This design comes from an exercise in tuning for small area, a short achievable clock period and few clock cycles on the open sky130 flow, not from production work.
RTL that was checked went through simulation tests only; none was proved equivalent to the original.

Setup of 11-12:
==> module reg_file, before the edit <==
module reg_file(
    input         clk,
    input         rst_n,
    input  [31:0] sa,
    input  [31:0] sb,
    input         we,
    input  [4:0]  wa,
    input  [31:0] wd,
    output reg [31:0] qa,
    output reg [31:0] qb,
    output        va,
    output        vb
);
reg [31:0] REG [0:31];
reg [31:0] valid;
integer i;
always @(posedge clk or negedge rst_n) begin
    if (!rst_n)
        valid <= 32'b0;
    else if (we)
        valid[wa] <= 1'b1;
end
always @(posedge clk) begin
    if (we)
        REG[wa] <= wd;
end
assign va = |(sa & valid);
assign vb = |(sb & valid);
always @(*) begin
    qa = 32'b0;
    qb = 32'b0;
    for (i = 0; i < 32; i = i + 1) begin
        qa = qa | ({32{sa[i]}} & REG[i]);
        qb = qb | ({32{sb[i]}} & REG[i]);
    end
end
endmodule
==> module mips_core, before the edit <==
module mips_core(
    input         clk,
    input         rst_n,
    output [31:0] imem_addr,
    input  [31:0] imem_data,
    output [31:0] dmem_addr,
    output [31:0] dmem_wdata,
    output        dmem_we,
    input  [31:0] dmem_rdata
);
reg  [9:0]  pc;           
reg  [31:0] ir;           
reg         v2;           
reg  [9:0]  pc2;          
reg  [31:0] sel_a;        
reg  [31:0] sel_b;        
reg  [31:0] x3;           
reg  [31:0] y3;           
reg  [31:0] ma3, mb3;     
reg  [4:0]  rd3;
reg         wr3, st3, ld3, mul3;
reg         slt3, lt3;    
reg  [31:0] ws4, wc4;     
reg  [4:0]  rd4;
reg         wr4;
assign imem_addr  = {20'b0, pc, 2'b00};
assign dmem_addr  = x3;
assign dmem_wdata = y3;
assign dmem_we    = st3;
wire [31:0] w4 = ws4 + wc4;
wire [5:0] op = ir[31:26];
wire [5:0] fn = ir[5:0];
wire [4:0] rs = ir[25:21];
wire [4:0] rt = ir[20:16];
wire [4:0] rd = ir[15:11];
wire is_r    = (op == 6'h00);
wire is_lw   = (op == 6'h23);
wire is_sw   = (op == 6'h2B);
wire is_addi = (op == 6'h08);
wire is_beq  = (op == 6'h04);
wire use_rs  = is_r | is_lw | is_sw | is_addi | is_beq;
wire use_rt  = is_r | is_sw | is_beq;
wire f_sub   = (fn == 6'h22);
wire f_slt   = (fn == 6'h2A);
wire f_mul   = (fn == 6'h1C);
wire [31:0] rf_a, rf_b;
wire        rf_va, rf_vb;
reg_file rf (
    .clk(clk), .rst_n(rst_n),
    .sa(sel_a), .sb(sel_b),
    .we(wr4), .wa(rd4), .wd(w4),
    .qa(rf_a), .qb(rf_b), .va(rf_va), .vb(rf_vb)
);
wire hit3a = wr3 & (rd3 == rs);
wire hit3b = wr3 & (rd3 == rt);
wire hit4a = wr4 & (rd4 == rs);
wire hit4b = wr4 & (rd4 == rt);
wire [31:0] r3 = slt3 ? {32{lt3}} : x3;     
wire        sa3 = hit3a;
wire        sa4 = ~hit3a & hit4a;
wire        saf = ~hit3a & ~hit4a & rf_va;
wire        sb3 = hit3b;
wire        sb4 = ~hit3b & hit4b;
wire        sbf = ~hit3b & ~hit4b & rf_vb;
wire [31:0] a = ({32{sa3}} & r3) | ({32{sa4}} & w4) | ({32{saf}} & rf_a);
wire [31:0] b = ({32{sb3}} & r3) | ({32{sb4}} & w4) | ({32{sbf}} & rf_b);
wire stall = v2 & (ld3 | mul3) & ((use_rs & hit3a) | (use_rt & hit3b));
wire [31:0] imm  = {{16{ir[15]}}, ir[15:0]};
wire        sub  = is_r & (f_sub | f_slt);
wire [31:0] bop  = is_r ? b : imm;
wire [33:0] sum  = {1'b0, a, 1'b1} + {1'b0, bop ^ {32{sub}}, sub};
wire        ltu  = ~sum[33];
wire [31:0] res  = sum[32:1];
wire       taken    = v2 & is_beq & (a == b);
wire       redirect = taken & ~stall & (rs != rt) & (ir[9:0] != 10'd0);
wire [10:0] btgt2   = {pc2, 1'b1} + {ir[9:0], 1'b1};    
wire [9:0] btgt     = btgt2[10:1];
wire [9:0] pc1 = pc + 10'd1;
wire       f_j = (imem_data[31:26] == 6'h02);
wire       f_b = (imem_data[31:26] == 6'h04) & (imem_data[25:21] == imem_data[20:16]);
wire [9:0] f_btgt = pc1 + imem_data[9:0];
always @(posedge clk or negedge rst_n) begin
    if (!rst_n) begin
        pc <= 10'd0;
        v2 <= 1'b0;
    end else if (stall) begin
        pc <= pc2;
        v2 <= 1'b0;
    end else begin
        if (redirect) begin
            pc <= btgt;
            v2 <= 1'b0;
        end else begin
            pc <= f_j ? imem_data[9:0] : f_b ? f_btgt : pc1;
            v2 <= 1'b1;
        end
    end
end
always @(posedge clk) begin
    ir    <= imem_data;
    pc2   <= pc;
    sel_a <= 32'd1 << imem_data[25:21];
    sel_b <= 32'd1 << imem_data[20:16];
end
always @(posedge clk or negedge rst_n) begin
    if (!rst_n) begin
        wr3 <= 1'b0;
        st3 <= 1'b0;
    end else begin
        wr3 <= v2 & ~stall & (is_r | is_lw | is_addi);
        st3 <= v2 & ~stall & is_sw;
    end
end
always @(posedge clk) begin
    x3   <= res;
    y3   <= b;
    ma3  <= a;
    mb3  <= b & {32{is_r & f_mul}};
    rd3  <= is_r ? rd : rt;
    ld3  <= is_lw;
    mul3 <= is_r & f_mul;
    slt3 <= is_r & f_slt;
    lt3  <= ltu;
end
wire [31:0] ms, mc;
mul32lo mul (.a(ma3), .b(mb3), .s(ms), .c(mc));
always @(posedge clk or negedge rst_n) begin
    if (!rst_n)
        wr4 <= 1'b0;
    else
        wr4 <= wr3;
end
always @(posedge clk) begin
    ws4 <= ld3 ? dmem_rdata : mul3 ? ms : r3;
    wc4 <= (mul3 & ~ld3) ? mc : 32'b0;
    rd4 <= rd3;
end
endmodule
Settings: LEC_CHECK=0, CAP_MARGIN=20, CORE_MARGIN=2, CORE_UTILIZATION=45, SLEW_MARGIN=20; clock period 19.0 ns.
standard.sh (not shown) runs the stock make flow with config.mk's settings and CLKGATE_MAP_FILE= SYNTH_SCRIPT=/design/flow/synth_recipe.tcl, a recipe that flattens the netlist after the stock synthesis.
==> flow/flow/run.sh <==
#!/bin/bash
set -euo pipefail
MARGIN=$(cat flow/margin.txt)
bash standard.sh SETUP_SLACK_MARGIN="$MARGIN" finish > make_finish.log 2>&1
==> flow/flow/margin.txt <==
13.75
11-12 reached the final stage; the timing, design-rule and antenna checks on its layout passed.
Testbench counts of 11-12, summed over its fixed seeds: cycles 103,356.
What 05-09 does differently from 11-12 at the input level:
diff --git a/flow/design.v b/flow/design.v
--- a/flow/design.v
+++ b/flow/design.v
@@ -2,11 +2,11 @@
     input         clk,
     input         rst_n,
-    input  [31:0] sa,
-    input  [31:0] sb,
+    input  [4:0]  ra,
+    input  [4:0]  rb,
     input         we,
     input  [4:0]  wa,
     input  [31:0] wd,
-    output reg [31:0] qa,
-    output reg [31:0] qb,
+    output [31:0] qa,
+    output [31:0] qb,
     output        va,
     output        vb
@@ -14,5 +14,4 @@
 reg [31:0] REG [0:31];
 reg [31:0] valid;
-integer i;
 always @(posedge clk or negedge rst_n) begin
     if (!rst_n)
@@ -25,14 +24,8 @@
         REG[wa] <= wd;
 end
-assign va = |(sa & valid);
-assign vb = |(sb & valid);
-always @(*) begin
-    qa = 32'b0;
-    qb = 32'b0;
-    for (i = 0; i < 32; i = i + 1) begin
-        qa = qa | ({32{sa[i]}} & REG[i]);
-        qb = qb | ({32{sb[i]}} & REG[i]);
-    end
-end
+assign va = valid[ra];
+assign vb = valid[rb];
+assign qa = REG[ra];
+assign qb = REG[rb];
 endmodule
 module mul32lo (
@@ -906,6 +899,4 @@
 reg         v2;           
 reg  [9:0]  pc2;          
-reg  [31:0] sel_a;        
-reg  [31:0] sel_b;        
 reg  [31:0] x3;           
 reg  [31:0] y3;           
@@ -941,5 +932,5 @@
 reg_file rf (
     .clk(clk), .rst_n(rst_n),
-    .sa(sel_a), .sb(sel_b),
+    .ra(rs), .rb(rt),
     .we(wr4), .wa(rd4), .wd(w4),
     .qa(rf_a), .qb(rf_b), .va(rf_va), .vb(rf_vb)
@@ -993,6 +984,4 @@
     ir    <= imem_data;
     pc2   <= pc;
-    sel_a <= 32'd1 << imem_data[25:21];
-    sel_b <= 32'd1 << imem_data[20:16];
 end
 always @(posedge clk or negedge rst_n) begin
Findings:
05-09 finished every stage and its layout cleared the timing, design-rule and antenna checks.
| worst-case setup slack after placement | 05-09 vs 11-12 | worse |
The number of cells after detailed placement reported for 05-09 is smaller than that of 11-12 by about 3.3%.
Relative to 11-12, buffer share of cell area increased by 2.0 points in 05-09.
Data required time at the worst endpoint, 05-09 and 11-12: higher on 11-12
Time the final worst path needs with I/O delays and setup in 05-09 is 0.27 ns higher than in 11-12
05-09 vs 11-12 on fraction of layout instances using a drive strength above 1: 05-09 is the higher one.
Summary — count of clock-net buffers in the final layout, 05-09 relative to 11-12: lower, by 16.
A dominant combinational cell family by area after synthesis of compound AO/OA/AOI/OAI gates is what 11-12 shows, while multiplexers belongs to 05-09.
The layout buffer count excluding clock buffers reported for 05-09 is greater than that of 11-12 by 102.
Re number of core rows: 05-09 is 5 up on 11-12.
In 05-09, total clock buffers created by CTS is lower than in 11-12.
Sort 05-09 and 11-12 by total standard cell area after synthesis asc -> top: 11-12
The run with more setup slack is 11-12; 05-09 has less.
Only the layout flow was run in 05-09; the RTL was not checked for function there.

==> static timing again, ports no longer ideal <==
No port has a modelled driver above. Below, the same layouts with a new extraction and two added sets of constraints.
Step 1 assumes that a clkbuf_16 drives the clock port and a buf_2 every other input.
Step 2, shift: input delay + t, output delay - t, t = (earliest + latest rising clock arrival at the registers) / 2. This alone moves slack from input paths to output paths.
a / b / c = ideal ports / drivers / drivers and shift; a / b = the first two.
| run | t, ns | slack for setup (ns) | worst setup path after step 2 | worst register clock-pin slew, ns | worst slew at a driven data input, ns |
|---|---|---|---|---|---|
| 11-12 | 0.895 | 13.624 / 13.624 / 12.950 | input to register | 0.07 / 0.07 | 0.09 |
| 05-09 | 0.869 | 13.359 / 13.359 / 12.701 | input to register | 0.07 / 0.07 | 0.09 |
After both steps every run listed still meets setup and hold. The setup slack of 11-12, which loses most, moves by 0.000 ns with the drivers and by -0.674 ns with both steps.
